Source: an optimization exercise on an open RTL-to-GDS flow (aim: small area). Production flows keep margins and buffers that such runs may drop. The RTL was checked by simulation tests, not by an equivalence proof against the original design. The clock port is modelled as an ideal driver, which makes a skipped or thinned clock tree look cheaper than it is; a real chip needs a root buffer or a tree. No activity file was given, so power comes from the tool's default toggle rates.

## pass_through
module pass_through
  (input [7:0]      sw,
   input            mclk,
   input            reset,
   input [2:0]      btn,
   output [7:0]     led,
   output [0:6]     seg,
   output           dp,
   output [3:0]     an
   );
clock: 10.0 ns
lec_check: 0
cap_margin: 20
core_margin: 2
core_utilization: 40
slew_margin: 20
standard.sh (not shown) runs the stock make flow with config.mk's settings and CLKGATE_MAP_FILE= SYNTH_SCRIPT=/design/flow/synth_recipe.tcl, a recipe that flattens the netlist after the stock synthesis.
==> flow/flow/run.sh <==
#!/bin/bash
# The standard layout (standard.sh) with four changes:
#  - synthesis (flow/synth_area.tcl) is synth_recipe.tcl with ABC mapping for
#    area (flow/area.abc) and without the half-adder extraction; registers
#    and their names are the standard synthesis's;
#  - the port buffers are buf_1;
#  - the clock tree (flow/cts_single.tcl, run as ORFS's PRE_CTS_TCL hook) is
#    one root inverter driving three inverters, each driving a third of the
#    registers, so every register is two inverters from mclk.
# Each step's full log is in orfs/logs/; make's output is in flow.log.
set -euo pipefail
W=$(pwd)
export FLOW_ABC_SCRIPT=$W/flow/area.abc
export FLOW_CLKBUF=sky130_fd_sc_hd__inv_12
export FLOW_CLK_K=3
export FLOW_CLK_ROOT=sky130_fd_sc_hd__inv_4
bash standard.sh \
  SYNTH_SCRIPT=$W/flow/synth_area.tcl ADDER_MAP_FILE= \
  "BUFFER_PORTS_ARGS=-buffer_cell sky130_fd_sc_hd__buf_1" \
  PRE_CTS_TCL=$W/flow/cts_single.tcl \
  finish > $W/flow.log 2>&1
==> flow/flow/area.abc <==
strash
balance
rewrite
refactor
balance
rewrite
rewrite -z
balance
refactor -z
rewrite -z
balance
dch
amap
topo
==> flow/flow/cts_single.tcl <==
rename clock_tree_synthesis orig_clock_tree_synthesis
proc clock_tree_synthesis {args} {
  set db [ord::get_db]
  set block [ord::get_db_block]
  set clk_net [$block findNet mclk]
  set master [$db findMaster $::env(FLOW_CLKBUF)]
  set k $::env(FLOW_CLK_K)
  set sinks {}
  foreach it [$clk_net getITerms] {
    set bb [[$it getInst] getBBox]
    lappend sinks [list $it [expr {([$bb xMin] + [$bb xMax]) / 2.0}] \
                       [expr {([$bb yMin] + [$bb yMax]) / 2.0}]]
  }
  set n [llength $sinks]
  # initial centres: sinks spread along x
  set sorted [lsort -real -index 1 $sinks]
  set cx {}; set cy {}
  for {set j 0} {$j < $k} {incr j} {
    set s [lindex $sorted [expr {int(($j + 0.5) * $n / $k)}]]
    lappend cx [lindex $s 1]; lappend cy [lindex $s 2]
  }
  for {set iter 0} {$iter < 50} {incr iter} {
    set assign {}
    foreach s $sinks {
      set best 0; set bd 1e30
      for {set j 0} {$j < $k} {incr j} {
        set d [expr {abs([lindex $s 1] - [lindex $cx $j]) + abs([lindex $s 2] - [lindex $cy $j])}]
        if {$d < $bd} { set bd $d; set best $j }
      }
      lappend assign $best
    }
    set nx {}; set ny {}
    for {set j 0} {$j < $k} {incr j} {
      set sx 0; set sy 0; set c 0
      foreach s $sinks a $assign {
        if {$a == $j} { set sx [expr {$sx + [lindex $s 1]}]; set sy [expr {$sy + [lindex $s 2]}]; incr c }
      }
      if {$c > 0} { lappend nx [expr {$sx / $c}]; lappend ny [expr {$sy / $c}] } else { lappend nx [lindex $cx $j]; lappend ny [lindex $cy $j] }
    }
    set cx $nx; set cy $ny
  }
  # optional root cell between the clock port and the leaves (the leaves are
  # then inverters when the root is one, so every register still sees mclk's
  # rising edge after an even number of inversions)
  set drv_net $clk_net
  if {[info exists ::env(FLOW_CLK_ROOT)] && $::env(FLOW_CLK_ROOT) ne ""} {
    set rinst [odb::dbInst_create $block [$db findMaster $::env(FLOW_CLK_ROOT)] clkbuf_root]
    set drv_net [odb::dbNet_create $block clknet_root]
    $drv_net setSigType CLOCK
    [$rinst findITerm A] connect $clk_net
    [$rinst findITerm Y] connect $drv_net
    set sx 0; set sy 0
    foreach x $cx y $cy { set sx [expr {$sx + $x}]; set sy [expr {$sy + $y}] }
    $rinst setLocation [expr {int($sx / $k)}] [expr {int($sy / $k)}]
    $rinst setPlacementStatus PLACED
  }
  for {set j 0} {$j < $k} {incr j} {
    set inst [odb::dbInst_create $block $master clkbuf_leaf_$j]
    set leaf [odb::dbNet_create $block clknet_leaf_$j]
    $leaf setSigType CLOCK
    set c 0
    foreach s $sinks a $assign {
      if {$a == $j} {
        set it [lindex $s 0]
        $it disconnect
        $it connect $leaf
        incr c
      }
    }
    [$inst findITerm A] connect $drv_net
    set out [$inst findITerm X]
    if {$out eq "NULL" || $out eq ""} { set out [$inst findITerm Y] }
    $out connect $leaf
    $inst setLocation [expr {int([lindex $cx $j])}] [expr {int([lindex $cy $j])}]
    $inst setPlacementStatus PLACED
    puts "cts: clkbuf_leaf_$j ($::env(FLOW_CLKBUF)) drives $c registers"
  }
}
Other scripts of this flow, unchanged in this note and not shown: flow/flow/synth_area.tcl
The starting point went through all stages and came out clean.
Change:
--- a/flow/flow/area.abc
+++ b/flow/flow/area.abc
@@ -1,2 +1,16 @@
+strash
+balance
+rewrite
+refactor
+balance
+rewrite
+rewrite -z
+balance
+refactor -z
+rewrite -z
+balance
+if -K 4
+mfs2
+strash
 strash
 balance
--- a/flow/flow/cts_single.tcl
+++ b/flow/flow/cts_single.tcl
@@ -21,12 +21,22 @@
   }
   for {set iter 0} {$iter < 50} {incr iter} {
-    set assign {}
+    # balanced assignment: nearest free centre first, at most ceil(n/k)
+    # registers per group
+    set cap [expr {($n + $k - 1) / $k}]
+    set pairs {}
+    set i 0
     foreach s $sinks {
-      set best 0; set bd 1e30
       for {set j 0} {$j < $k} {incr j} {
-        set d [expr {abs([lindex $s 1] - [lindex $cx $j]) + abs([lindex $s 2] - [lindex $cy $j])}]
-        if {$d < $bd} { set bd $d; set best $j }
+        lappend pairs [list [expr {abs([lindex $s 1] - [lindex $cx $j]) + abs([lindex $s 2] - [lindex $cy $j])}] $i $j]
       }
-      lappend assign $best
+      incr i
+    }
+    set assign [lrepeat $n -1]
+    set used [lrepeat $k 0]
+    foreach pr [lsort -real -index 0 $pairs] {
+      lassign $pr d i j
+      if {[lindex $assign $i] >= 0 || [lindex $used $j] >= $cap} { continue }
+      lset assign $i $j
+      lset used $j [expr {[lindex $used $j] + 1}]
     }
     set nx {}; set ny {}
=> The new run produced a clean layout; die area came out lower slightly; sequential share of layout area is about the same; worst hold slack is worse by 0.0080 ns; core utilization came out higher by 0.27 points; wire length came out higher slightly; setup slack is worse by 0.17 ns; power came out higher by roughly a tenth; area after synthesis came out lower slightly; global-route usage came out higher by 0.40 points; cell count is about the same.
Change:
--- a/flow/flow/run.sh
+++ b/flow/flow/run.sh
@@ -12,6 +12,6 @@
 W=$(pwd)
 export FLOW_ABC_SCRIPT=$W/flow/area.abc
-export FLOW_CLKBUF=sky130_fd_sc_hd__inv_12
-export FLOW_CLK_K=3
+export FLOW_CLKBUF=sky130_fd_sc_hd__inv_8
+export FLOW_CLK_K=4
 export FLOW_CLK_ROOT=sky130_fd_sc_hd__inv_4
 bash standard.sh \
==> flow/flow/area.abc (replaced) <==
strash
balance
rewrite
refactor
balance
rewrite
rewrite -z
balance
refactor -z
rewrite -z
balance
dch
amap
topo
CAP_MARGIN = 0   (was 20)
SLEW_MARGIN = 0   (was 20)
=> Area after synthesis rose slightly; register-to-register slack degrades by 0.41 ns; final cell count climbs slightly; global-route usage decreases by 0.12 points; core utilization shrinks by 0.32 points; via count is higher slightly; die area rose slightly.
Change:
--- a/flow/flow/run.sh
+++ b/flow/flow/run.sh
@@ -12,6 +12,6 @@
 W=$(pwd)
 export FLOW_ABC_SCRIPT=$W/flow/area.abc
-export FLOW_CLKBUF=sky130_fd_sc_hd__inv_8
-export FLOW_CLK_K=4
+export FLOW_CLKBUF=sky130_fd_sc_hd__inv_12
+export FLOW_CLK_K=3
 export FLOW_CLK_ROOT=sky130_fd_sc_hd__inv_4
 bash standard.sh \
--- a/flow/flow/cts_single.tcl
+++ b/flow/flow/cts_single.tcl
@@ -21,22 +21,12 @@
   }
   for {set iter 0} {$iter < 50} {incr iter} {
-    # balanced assignment: nearest free centre first, at most ceil(n/k)
-    # registers per group
-    set cap [expr {($n + $k - 1) / $k}]
-    set pairs {}
-    set i 0
+    set assign {}
     foreach s $sinks {
+      set best 0; set bd 1e30
       for {set j 0} {$j < $k} {incr j} {
-        lappend pairs [list [expr {abs([lindex $s 1] - [lindex $cx $j]) + abs([lindex $s 2] - [lindex $cy $j])}] $i $j]
+        set d [expr {abs([lindex $s 1] - [lindex $cx $j]) + abs([lindex $s 2] - [lindex $cy $j])}]
+        if {$d < $bd} { set bd $d; set best $j }
       }
-      incr i
-    }
-    set assign [lrepeat $n -1]
-    set used [lrepeat $k 0]
-    foreach pr [lsort -real -index 0 $pairs] {
-      lassign $pr d i j
-      if {[lindex $assign $i] >= 0 || [lindex $used $j] >= $cap} { continue }
-      lset assign $i $j
-      lset used $j [expr {[lindex $used $j] + 1}]
+      lappend assign $best
     }
     set nx {}; set ny {}
Effect: Sequential cell count stays the same; sequential share of layout area barely changes; power went down by about 0.7%.
In every run of this note, the design's own scripts or RTL, not TritonCTS, make the clock network.

* * *

pass_through, a different RTL version from the one above (not shown whole).
For scale: about 330 cells after synthesis, about 85 flip-flops, roughly 33 I/O pins, about 0.0031 mm2 of cells after synthesis.
clock: 10.0 ns
lec_check: 0
cap_margin: 20
core_margin: 2
core_utilization: 40
slew_margin: 20
==> flow/flow/run.sh <==
#!/bin/bash
# Standard layout with three changes: synthesis maps with an area-oriented
# ABC script (without the half-adder extraction), the port buffers are
# buf_1, and the clock tree is one buffer driving all registers.
set -euo pipefail
W=$(pwd)
export FLOW_ABC_SCRIPT=$W/flow/area.abc
export FLOW_CLKBUF=${FLOW_CLKBUF:-sky130_fd_sc_hd__clkbuf_16}
export FLOW_CLK_K=${FLOW_CLK_K:-3}
bash standard.sh \
  SYNTH_SCRIPT=$W/flow/synth_area.tcl ADDER_MAP_FILE= \
  "BUFFER_PORTS_ARGS=-buffer_cell sky130_fd_sc_hd__buf_1" \
  PRE_CTS_TCL=$W/flow/cts_single.tcl \
  finish > $W/flow.log 2>&1
==> flow/flow/cts_single.tcl <==
rename clock_tree_synthesis orig_clock_tree_synthesis
proc clock_tree_synthesis {args} {
  set db [ord::get_db]
  set block [ord::get_db_block]
  set clk_net [$block findNet mclk]
  set master [$db findMaster $::env(FLOW_CLKBUF)]
  set k $::env(FLOW_CLK_K)
  set sinks {}
  foreach it [$clk_net getITerms] {
    set bb [[$it getInst] getBBox]
    lappend sinks [list $it [expr {([$bb xMin] + [$bb xMax]) / 2.0}] \
                       [expr {([$bb yMin] + [$bb yMax]) / 2.0}]]
  }
  set n [llength $sinks]
  # initial centres: sinks spread along x
  set sorted [lsort -real -index 1 $sinks]
  set cx {}; set cy {}
  for {set j 0} {$j < $k} {incr j} {
    set s [lindex $sorted [expr {int(($j + 0.5) * $n / $k)}]]
    lappend cx [lindex $s 1]; lappend cy [lindex $s 2]
  }
  for {set iter 0} {$iter < 50} {incr iter} {
    set assign {}
    foreach s $sinks {
      set best 0; set bd 1e30
      for {set j 0} {$j < $k} {incr j} {
        set d [expr {abs([lindex $s 1] - [lindex $cx $j]) + abs([lindex $s 2] - [lindex $cy $j])}]
        if {$d < $bd} { set bd $d; set best $j }
      }
      lappend assign $best
    }
    set nx {}; set ny {}
    for {set j 0} {$j < $k} {incr j} {
      set sx 0; set sy 0; set c 0
      foreach s $sinks a $assign {
        if {$a == $j} { set sx [expr {$sx + [lindex $s 1]}]; set sy [expr {$sy + [lindex $s 2]}]; incr c }
      }
      if {$c > 0} { lappend nx [expr {$sx / $c}]; lappend ny [expr {$sy / $c}] } else { lappend nx [lindex $cx $j]; lappend ny [lindex $cy $j] }
    }
    set cx $nx; set cy $ny
  }
  for {set j 0} {$j < $k} {incr j} {
    set inst [odb::dbInst_create $block $master clkbuf_leaf_$j]
    set leaf [odb::dbNet_create $block clknet_leaf_$j]
    $leaf setSigType CLOCK
    set c 0
    foreach s $sinks a $assign {
      if {$a == $j} {
        set it [lindex $s 0]
        $it disconnect
        $it connect $leaf
        incr c
      }
    }
    [$inst findITerm A] connect $clk_net
    [$inst findITerm X] connect $leaf
    $inst setLocation [expr {int([lindex $cx $j])}] [expr {int([lindex $cy $j])}]
    $inst setPlacementStatus PLACED
    puts "cts: clkbuf_leaf_$j ($::env(FLOW_CLKBUF)) drives $c registers"
  }
}
Other scripts of this flow, unchanged in this note and not shown: flow/flow/area.abc, flow/flow/synth_area.tcl
The starting point passed the timing, DRC and antenna checks.
==> next run, changes <==
--- a/flow/flow/run.sh
+++ b/flow/flow/run.sh
@@ -9 +9 @@
-export FLOW_CLK_K=${FLOW_CLK_K:-3}
+export FLOW_CLK_K=${FLOW_CLK_K:-4}
What happened:
- cell area increases by about 0.7%
- global-route usage barely changes
- worst setup slack hardly moves
- via count grows by about 0.74%
- die area stays the same
- utilization is higher by 0.33 points
- synthesized area does not change
==> next run, changes <==
--- a/flow/flow/run.sh
+++ b/flow/flow/run.sh
@@ -9 +9 @@
-export FLOW_CLK_K=${FLOW_CLK_K:-4}
+export FLOW_CLK_K=${FLOW_CLK_K:-3}
CORE_UTILIZATION = 70   (was 40)
PLACE_DENSITY = 0.8   (was not set)
What happened: Setup slack improved by 0.029 ns. Global-route usage came out higher by 12 points. Cell area shrinks by 2.4%.
==> next run, changes <==
--- a/flow/flow/run.sh
+++ b/flow/flow/run.sh
@@ -8,2 +8,3 @@
-export FLOW_CLKBUF=${FLOW_CLKBUF:-sky130_fd_sc_hd__clkbuf_16}
-export FLOW_CLK_K=${FLOW_CLK_K:-3}
+export FLOW_CLKBUF=${FLOW_CLKBUF:-sky130_fd_sc_hd__inv_16}
+export FLOW_CLK_K=3
+export FLOW_CLK_ROOT=sky130_fd_sc_hd__inv_4
--- a/flow/flow/cts_single.tcl
+++ b/flow/flow/cts_single.tcl
@@ -41,0 +42,15 @@
+  # optional root cell between the clock port and the leaves (the leaves are
+  # then inverters when the root is one, so every register still sees mclk's
+  # rising edge after an even number of inversions)
+  set drv_net $clk_net
+  if {[info exists ::env(FLOW_CLK_ROOT)] && $::env(FLOW_CLK_ROOT) ne ""} {
+    set rinst [odb::dbInst_create $block [$db findMaster $::env(FLOW_CLK_ROOT)] clkbuf_root]
+    set drv_net [odb::dbNet_create $block clknet_root]
+    $drv_net setSigType CLOCK
+    [$rinst findITerm A] connect $clk_net
+    [$rinst findITerm Y] connect $drv_net
+    set sx 0; set sy 0
+    foreach x $cx y $cy { set sx [expr {$sx + $x}]; set sy [expr {$sy + $y}] }
+    $rinst setLocation [expr {int($sx / $k)}] [expr {int($sy / $k)}]
+    $rinst setPlacementStatus PLACED
+  }
@@ -55,2 +70,4 @@
-    [$inst findITerm A] connect $clk_net
-    [$inst findITerm X] connect $leaf
+    [$inst findITerm A] connect $drv_net
+    set out [$inst findITerm X]
+    if {$out eq "NULL" || $out eq ""} { set out [$inst findITerm Y] }
+    $out connect $leaf
CORE_UTILIZATION = 40   (was 70)
PLACE_DENSITY = not set   (was 0.8)
=>
- sequential power is about the same
- clock power climbs by about 4%
- cell count climbs by 12%
- utilization drops by 33 points
- final area climbs by 1.4%
- combinational power drops by about 2%
- worst setup slack got worse by 0.020 ns
- total power climbs by 0.47%
- fmax drops by 0.36%
In every run of this note, the design's own scripts or RTL, not TritonCTS, make the clock network.

* * *

pass_through again, from the RTL that the note above started with.
Settings: LEC_CHECK=0, CAP_MARGIN=20, CORE_MARGIN=2, CORE_UTILIZATION=40, SLEW_MARGIN=20; clock period 10.0 ns.
==> flow/flow/run.sh <==
#!/bin/bash
set -euo pipefail
W=$(pwd)
export FLOW_ABC_SCRIPT=$W/flow/area.abc
bash standard.sh \
  SYNTH_SCRIPT=$W/flow/synth_area.tcl ADDER_MAP_FILE= \
  "BUFFER_PORTS_ARGS=-buffer_cell sky130_fd_sc_hd__buf_1" \
  "CTS_ARGS=-sink_clustering_enable -repair_clock_nets -dont_use_dummy_load -sink_clustering_size 50 -sink_clustering_max_diameter 200 -buf_list sky130_fd_sc_hd__clkbuf_8" \
  finish > $W/flow.log 2>&1
==> flow/flow/area.abc <==
strash
balance
rewrite
refactor
balance
rewrite
rewrite -z
balance
refactor -z
rewrite -z
balance
dch
amap
topo
==> flow/flow/synth_area.tcl <==
# synth_recipe.tcl with one change: ABC maps for area with flow/area.abc.
proc synth {args} { yosys synth -nofsm -noshare {*}$args }
proc abc {args} {
  set i [lsearch -exact $args -script]
  if { $i >= 0 } { lset args [expr {$i + 1}] $::env(FLOW_ABC_SCRIPT) }
  yosys abc {*}$args
}
source $::env(SCRIPTS_DIR)/synth.tcl
# left out here: clear keep_hierarchy, flatten, clean up, hide names made inside functions, write 1_2_yosys.v
Rerun with:
==> flow/run.sh (new file) <==
#!/bin/bash
# synth_recipe.tcl (not shown) runs the flow's synth.tcl, then flattens the netlist and writes it again
# the make line also repeats each setting of config.mk as NAME=value (left out here)
make -C /OpenROAD-flow-scripts/flow DESIGN_CONFIG=/design/flow/config.mk WORK_HOME=/design/flow/orfs CLKGATE_MAP_FILE= SYNTH_SCRIPT=/design/flow/synth_recipe.tcl finish
ABC_AREA = 1   (was unset)
removed: flow/flow/run.sh
removed: flow/flow/area.abc
removed: flow/flow/synth_area.tcl
removed: flow/standard.sh
The changed run went through all stages and came out clean; non-clock buffer count stays the same; global-route usage went up by 0.21 points; die area grows by about a fifth; clock-buffer cell count is unchanged; register-to-register slack improved by 1300 ps; routed wire length came out higher by roughly a tenth; via count came out higher by about a fifth; sequential power rises slightly; maximum frequency is lower by a few percent.
Rerun with:
==> flow/flow/run.sh (new file) <==
#!/bin/bash
set -euo pipefail
W=$(pwd)
export FLOW_ABC_SCRIPT=$W/flow/area.abc
bash standard.sh \
  SYNTH_SCRIPT=$W/flow/synth_area.tcl ADDER_MAP_FILE= \
  "BUFFER_PORTS_ARGS=-buffer_cell sky130_fd_sc_hd__buf_1" \
  "CTS_ARGS=-sink_clustering_enable -repair_clock_nets -dont_use_dummy_load -sink_clustering_size 90 -sink_clustering_max_diameter 200 -buf_list sky130_fd_sc_hd__clkbuf_16" \
  finish > $W/flow.log 2>&1
==> flow/flow/area.abc (new file) <==
strash
balance
rewrite
refactor
balance
rewrite
rewrite -z
balance
refactor -z
rewrite -z
balance
dch
amap
topo
==> flow/flow/synth_area.tcl (new file) <==
# synth_recipe.tcl with one change: ABC maps for area with flow/area.abc.
proc synth {args} { yosys synth -nofsm -noshare {*}$args }
proc abc {args} {
  set i [lsearch -exact $args -script]
  if { $i >= 0 } { lset args [expr {$i + 1}] $::env(FLOW_ABC_SCRIPT) }
  yosys abc {*}$args
}
source $::env(SCRIPTS_DIR)/synth.tcl
# left out here: clear keep_hierarchy, flatten, clean up, hide names made inside functions, write 1_2_yosys.v
==> flow/standard.sh (new file) <==
#!/bin/bash
# synth_recipe.tcl (not shown) runs the flow's synth.tcl, then flattens the netlist and writes it again
# the make line also repeats each setting of config.mk as NAME=value (left out here)
make -C /OpenROAD-flow-scripts/flow DESIGN_CONFIG=/design/flow/config.mk WORK_HOME=/design/flow/orfs CLKGATE_MAP_FILE= SYNTH_SCRIPT=/design/flow/synth_recipe.tcl "${@:-finish}"
ABC_AREA = unset   (was 1)
removed: flow/run.sh
Result: The changed run went through all stages and came out clean; final area fell by about 17%; via count fell by 15%; die area fell by 16%; worst setup slack improves by 420 ps; global-route usage hardly moves; critical path depth fell by 3; final cell count fell by about 25%; first-iteration DRC count fell by 26%; synthesized cell count fell by 31%.
Rerun with:
==> flow/flow/run.sh (replaced) <==
#!/bin/bash
# Standard layout, with two changes: synthesis maps with an area-oriented
# ABC script, and the port buffers are the smallest buffer (buf_1).
set -euo pipefail
W=$(pwd)
export FLOW_ABC_SCRIPT=$W/flow/area.abc
bash standard.sh \
  SYNTH_SCRIPT=$W/flow/synth_area.tcl \
  "BUFFER_PORTS_ARGS=-buffer_cell sky130_fd_sc_hd__buf_1" \
  finish > $W/flow.log 2>&1
--- a/flow/flow/area.abc
+++ b/flow/flow/area.abc
@@ -12,2 +12,2 @@
-dch
-amap
+dch -f
+amap -m
The changed run finished with timing, DRC and antenna clean.
Power shrinks by 6.7%.
Die area goes up by 4.1%.
Via count goes up by 1.3%.
Synthesized cell count grows by 1.8%.
Rerun with:
==> flow/run.sh (new file) <==
#!/bin/bash
# synth_recipe.tcl (not shown) runs the flow's synth.tcl, then flattens the netlist and writes it again
# the make line also repeats each setting of config.mk as NAME=value (left out here)
make -C /OpenROAD-flow-scripts/flow DESIGN_CONFIG=/design/flow/config.mk WORK_HOME=/design/flow/orfs CLKGATE_MAP_FILE= SYNTH_SCRIPT=/design/flow/synth_recipe.tcl finish
removed: flow/flow/run.sh
removed: flow/flow/area.abc
removed: flow/flow/synth_area.tcl
removed: flow/standard.sh
What happened: The new run went through all stages and came out clean; area after synthesis increases by 10%; critical path depth decreases by 1; routed wire length increases by 3.5%; worst hold slack is better by 3.4 ps; power increases by 1.1%; via count decreases by 6.5%.

-- re-timing with driven ports --
In the flow no input, the clock included, has a driving cell. The finished layouts below were timed again as built, in two steps.
Step 1 (the two cells are an assumption about what drives the block):
set clk [get_ports {mclk}]
set_driving_cell -lib_cell sky130_fd_sc_hd__clkbuf_16 $clk
set_driving_cell -lib_cell sky130_fd_sc_hd__buf_2 [delete_from_list [all_inputs] $clk]
Step 2 also shifts input and output timing later by t, the mid clock arrival at the registers, as if the neighbouring blocks saw the same clock.
a / b / c = ideal / step 1 / step 2; a / b = the first two.
run | t (ns) | setup WS [ns] | worst setup path after step 2
the first run of note 1 | 0.239 | 4.167 / 4.141 / 4.141 | input to output
the second run of note 1 | 0.247 | 3.995 / 3.970 / 3.970 | input to output
the third run of note 1 | 0.245 | 4.167 / 4.140 / 4.140 | input to output
the fourth run of note 1 | 0.239 | 4.167 / 4.141 / 4.141 | input to output
the first run of note 2 | 0.220 | 4.315 / 4.292 / 4.292 | input to output
the second run of note 2 | 0.215 | 4.314 / 4.291 / 4.291 | input to output
the third run of note 2 | 0.218 | 4.343 / 4.311 / 4.311 | input to output
the fourth run of note 2 | 0.265 | 4.323 / 4.300 / 4.300 | input to output
the first run of note 3 | 0.361 | 4.307 / 4.284 / 4.284 | input to output
the second run of note 3 | 0.377 | 3.896 / 3.869 / 3.869 | input to output
the third run of note 3 | 0.352 | 4.316 / 4.293 / 4.293 | input to output
the fourth run of note 3 | 0.369 | 4.273 / 4.244 / 4.244 | input to output
the fifth run of note 3 | 0.377 | 3.435 / 3.402 / 3.402 | input to output
After both steps every run listed still meets setup and hold. For the fifth run of note 3, which loses most, drivers alone change the setup slack by -0.033 ns; drivers and shift together by -0.033 ns.
